Background: an optimization exercise with open tools, aiming at small area and a short achievable clock period. Do not read the settings as production practice.
RTL that was checked went through simulation tests only; none was proved equivalent to the original.

== oak ==
## main
module main (
    input wire clk,
    input wire rst,
    input wire [7:0] in,
    input wire [2:0] op,
    input wire apply,
    output wire [7:0] tail,
    output wire empty,
    output reg valid
);
Size: about 530 cells after synthesis, roughly 44 flip-flops, ~24 I/O pins.
Settings: LEC_CHECK=0, ABC_AREA=1, CAP_MARGIN=0, CORE_MARGIN=2, CORE_UTILIZATION=60, GPL_TIMING_DRIVEN=0, SETUP_SLACK_MARGIN=3, SLEW_MARGIN=0, TNS_END_PERCENT=10; clock period 15.5 ns.
run.sh (not shown) runs the stock make flow with config.mk's settings and CLKGATE_MAP_FILE= SYNTH_SCRIPT=/design/flow/synth_recipe.tcl, a recipe that flattens the netlist after the stock synthesis.
The inputs of pine differ from those of oak as listed below.
- changing SETUP_SLACK_MARGIN from 3 to 5
- removing GPL_TIMING_DRIVEN (formerly 0)
==> run notes <==
pine: done, clean on timing, DRC and antenna. From oak to pine the numbers moved as follows: final wirelength went up by 43%; data arrival time of the critical path went down by 0.38 ns.
Inputs modified between pine and birch:
- a change of SETUP_SLACK_MARGIN from 5 to 2
### Flow results
- birch: full flow OK, the timing, DRC and antenna checks passed
- birch ends up with lower routing usage on met3 than pine does.
- Summary: worst setup slack, birch worse than pine
- The global-route usage number comes out higher for pine vs birch.
- For the share of layout cells above drive strength 1, birch came in 28 points lower than pine did.


## build 74
Another version of the RTL of main (not shown whole).
Size: roughly 5200 µm² of cells after synthesis.
Design main, start of the top module:
module main (
    input wire clk,
    input wire rst,
    input wire [7:0] in,
    input wire [2:0] op,
    input wire apply,
    output wire [7:0] tail,
    output wire empty,
    output reg valid
);
clock: 15.5 ns
lec_check: 0
abc_area: 1
cap_margin: 0
core_margin: 2
core_utilization: 60
setup_slack_margin: 5
slew_margin: 0
tns_end_percent: 10
Build 74 went all the way through synthesis, placement and routing and the layout is clean on timing, DRC and antenna.
Edits applied to the flow inputs when going from build 74 to build 53:
Settings: PLACE_DENSITY now 0.8, previously not set; TNS_END_PERCENT no longer set, was 10; CAP_MARGIN now 20, was 0; SLEW_MARGIN now 20, was 0.
[summary]
- Build 53 ended with every stage complete and zero timing, DRC or antenna violations.
- Worst setup margin (higher): build 74
- NOTE: detailed-route wire length on metal 1 in build 53 exceeds that of build 74
- Compared build 74 against build 53; final antenna diode count within noise.
- Final routed wire length divided by cell count delta for build 53 relative to build 74: 3.7 µm higher
- Build 74 -> build 53: layout buffer count excluding clock buffers increased by more than half
Input-level comparison between build 82 and build 53:
Settings: PLACE_DENSITY: 0.8 -> unset.
### Flow results
[compare] base=build 53 new=build 82: setup slack after layout shows an increase of 0.46 ns; pin count of the biggest net entering global routing down 9; cell count decreased 45; final area dropped about 7%.
Diff build 82 and build 53: largest fanout on the critical path higher in build 82
No functional check of the RTL was part of any run of this note.


RTL: one of the versions met above, not the one the previous note started from.
For scale: ~44 flip-flops, about 24 I/O pins, roughly 4200 sq um of cells after synthesis.
clock: 15.5 ns
lec_check: 0
abc_area: 1
cap_margin: 0
core_margin: 2
core_utilization: 60
setup_slack_margin: 4
slew_margin: 0
tns_end_percent: 10
The baseline finished clean.
==> next run, changes <==
Settings changed: CORE_UTILIZATION 60 to 70, SETUP_SLACK_MARGIN 4 to 3.
- global-route usage grows by 5.3 points
- cell count came out lower by 7.1%
- via count stays flat
==> next run, changes <==
Settings changed: CORE_UTILIZATION 70 to 60.
=> The changed run finished clean. Worst hold slack gets better by 7.6 ps. Non-clock buffer count shrinks by 3. Cell area hardly moves. Synthesized cell count is unchanged. Core utilization shrinks by 11 points. Setup slack gets better by 53 ps. Wire length shrinks by roughly a tenth. Maximum frequency grows slightly.


Another version of the RTL of main (not shown whole).
Size in the first run: about 550 cells after synthesis, about 24 I/O pins, about 4800 um2 of cells after synthesis.
==> flow/config.mk <==
export PLATFORM = sky130hd
export DESIGN_NAME = main
export DESIGN_NICKNAME = main
export VERILOG_FILES = /design/flow/design.v
export SDC_FILE = /design/flow/constraint.sdc
export NUM_CORES = 4
export LEC_CHECK = 0
export ABC_AREA = 1
export CAP_MARGIN = 0
export CORE_MARGIN = 2
export CORE_UTILIZATION = 68
export SETUP_SLACK_MARGIN = 5
export SLEW_MARGIN = 0
export TNS_END_PERCENT = 10
==> flow/constraint.sdc <==
create_clock -name core_clock -period 15.5 [get_ports {clk}]
set_input_delay 3.1000 -clock core_clock [delete_from_list [all_inputs] [get_ports {clk}]]
set_output_delay 3.1000 -clock core_clock [all_outputs]
set_load 0.01 [all_outputs]
Edit:
==> flow/flow/run.sh (new file) <==
#!/bin/bash
MARGIN=$(cat flow/margin.txt)
sed "s/SETUP_SLACK_MARGIN=[0-9.]*/SETUP_SLACK_MARGIN=$MARGIN/" standard.sh > standard_margin.sh
bash standard_margin.sh > standard.log 2>&1
==> flow/flow/margin.txt (new file) <==
6.5
==> flow/standard.sh (new file) <==
#!/bin/bash
# synth_recipe.tcl (not shown) runs the flow's synth.tcl, then flattens the netlist and writes it again
# the make line also repeats each setting of config.mk as NAME=value (left out here)
make -C /OpenROAD-flow-scripts/flow DESIGN_CONFIG=/design/flow/config.mk WORK_HOME=/design/flow/orfs CLKGATE_MAP_FILE= SYNTH_SCRIPT=/design/flow/synth_recipe.tcl "${@:-finish}"
--- a/flow/config.mk
+++ b/flow/config.mk
@@ -11 +11 @@
-export CORE_UTILIZATION = 68
+export CORE_UTILIZATION = 60
removed: flow/run.sh
Effect: Utilization went down by 9.5 points. Global-route usage falls by 4.0 points. Area after synthesis stays the same. Setup slack improved by 0.32 ns. Die area climbs by 13%. Via count drops by 5.7%. First-iteration DRC count is higher by 2.8%.
Edit:
==> flow/run.sh (new file) <==
#!/bin/bash
# synth_recipe.tcl (not shown) runs the flow's synth.tcl, then flattens the netlist and writes it again
# the make line also repeats each setting of config.mk as NAME=value (left out here)
make -C /OpenROAD-flow-scripts/flow DESIGN_CONFIG=/design/flow/config.mk WORK_HOME=/design/flow/orfs CLKGATE_MAP_FILE= SYNTH_SCRIPT=/design/flow/synth_recipe.tcl finish
--- a/flow/config.mk
+++ b/flow/config.mk
@@ -11 +11 @@
-export CORE_UTILIZATION = 60
+export CORE_UTILIZATION = 50
removed: flow/flow/run.sh
removed: flow/flow/margin.txt
removed: flow/standard.sh
Effect:
- The changed run went through all stages and came out clean
- clock skew goes up by 0.0071 ns
- setup slack loses 0.21 ns
- hold slack loses 0.017 ns
- synthesized area stays the same
- global-route usage is lower by 5.0 points
- flip-flop and latch count is unchanged
- first-iteration DRC count went down by about a fifth
- final cell count is higher by a few percent
- non-clock buffer count rose by 18
Edit:
==> flow/flow/run.sh (new file) <==
#!/bin/bash
# The standard layout (standard.sh) with extra ORFS settings read from
# flow/extra.txt (for example power recovery, which downsizes gates off the
# critical paths). ORFS writes each step's log under orfs/logs; make's own
# output goes to standard.log.
EXTRA=$(cat flow/extra.txt)
sed "s|\"\${@:-finish}\"|$EXTRA \"\${@:-finish}\"|" standard.sh > standard_extra.sh
bash standard_extra.sh > standard.log 2>&1
==> flow/flow/extra.txt (new file) <==
RECOVER_POWER=100
==> flow/standard.sh (new file) <==
#!/bin/bash
# synth_recipe.tcl (not shown) runs the flow's synth.tcl, then flattens the netlist and writes it again
# the make line also repeats each setting of config.mk as NAME=value (left out here)
make -C /OpenROAD-flow-scripts/flow DESIGN_CONFIG=/design/flow/config.mk WORK_HOME=/design/flow/orfs CLKGATE_MAP_FILE= SYNTH_SCRIPT=/design/flow/synth_recipe.tcl "${@:-finish}"
--- a/flow/config.mk
+++ b/flow/config.mk
@@ -11 +11 @@
-export CORE_UTILIZATION = 50
+export CORE_UTILIZATION = 60
removed: flow/run.sh
Result:
- count of clock-buffer cells in the layout is unchanged
- wire length drops slightly
- global-route usage climbs by 5.9 points
- via count climbs slightly
- hold slack is about the same
- area after synthesis stays the same
Edit:
==> flow/run.sh (new file) <==
#!/bin/bash
# synth_recipe.tcl (not shown) runs the flow's synth.tcl, then flattens the netlist and writes it again
# the make line also repeats each setting of config.mk as NAME=value (left out here)
make -C /OpenROAD-flow-scripts/flow DESIGN_CONFIG=/design/flow/config.mk WORK_HOME=/design/flow/orfs CLKGATE_MAP_FILE= SYNTH_SCRIPT=/design/flow/synth_recipe.tcl finish
removed: flow/flow/run.sh
removed: flow/flow/extra.txt
removed: flow/standard.sh
After rerunning:
- The new run completed with no timing, DRC or antenna violations
- hold slack stays flat
- cell count is unchanged
- worst setup slack improves by 0.99 ns
- design area climbs slightly
- maximum frequency climbs by roughly a tenth
- via count came out lower slightly
- global-route usage is unchanged
- critical path depth went down by 1
- synthesized cell count is unchanged
- synthesized area stays the same
- routed wire length stays flat
Edit:
--- a/flow/config.mk
+++ b/flow/config.mk
@@ -8 +7,0 @@
-export ABC_AREA = 1
Clock-buffer cell count falls by 1.
Core utilization rose by 2.3 points.
Global-route usage falls by 2.0 points.
Sequential share of layout area came out lower by 0.62 points.
Design area climbs by 3.0%.
Non-clock buffer count grows by 10.
Synthesized cell count drops by 18%.
Setup slack is worse by 0.71 ns.

## afterwards: timing with drivers on the ports
The results above use ideal ports. As a check the final layouts listed here were re-extracted and re-timed, cells and wires unchanged.
Step 1, drivers: a clkbuf_16 drives clk and a buf_2 each remaining input, both assumed.
Step 2 adds t to the input delays and takes it off the output delays; t is the mean of the earliest and latest rising clock arrival at the registers after step 1. Input paths then give back, and output paths get back, about the clock's delay inside the block.
a / b / c = ideal / step 1 / step 2; a / b = the first two.
run	t, ns	setup WS [ns]	worst setup path after step 2
oak	0.320	3.928 / 3.928 / 3.838	input to register
pine	0.318	4.418 / 4.418 / 4.239	input to register
birch	0.323	3.135 / 3.135 / 3.135	register to register
build 74	0.321	5.230 / 5.230 / 5.230	register to register
build 53	0.336	4.746 / 4.746 / 4.746	register to register
build 82	0.324	5.210 / 5.210 / 5.210	register to register
the first run of note 3	0.318	4.352 / 4.353 / 4.035	input to register
the second run of note 3	0.331	3.850 / 3.850 / 3.557	input to register
the third run of note 3	0.325	3.903 / 3.905 / 3.580	input to register
the first run of note 4	0.326	4.730 / 4.730 / 4.730	register to register
the second run of note 4	0.322	5.054 / 5.054 / 5.054	register to register
the third run of note 4	0.318	4.847 / 4.847 / 4.847	register to register
the fourth run of note 4	0.327	3.801 / 3.801 / 3.801	register to register
the fifth run of note 4	0.326	4.792 / 4.792 / 4.792	register to register
the sixth run of note 4	0.319	4.083 / 4.083 / 4.083	register to register
After both steps every run listed still meets setup and hold. For the third run of note 3, which loses most, drivers alone change the setup slack by +0.002 ns; drivers and shift together by -0.323 ns.
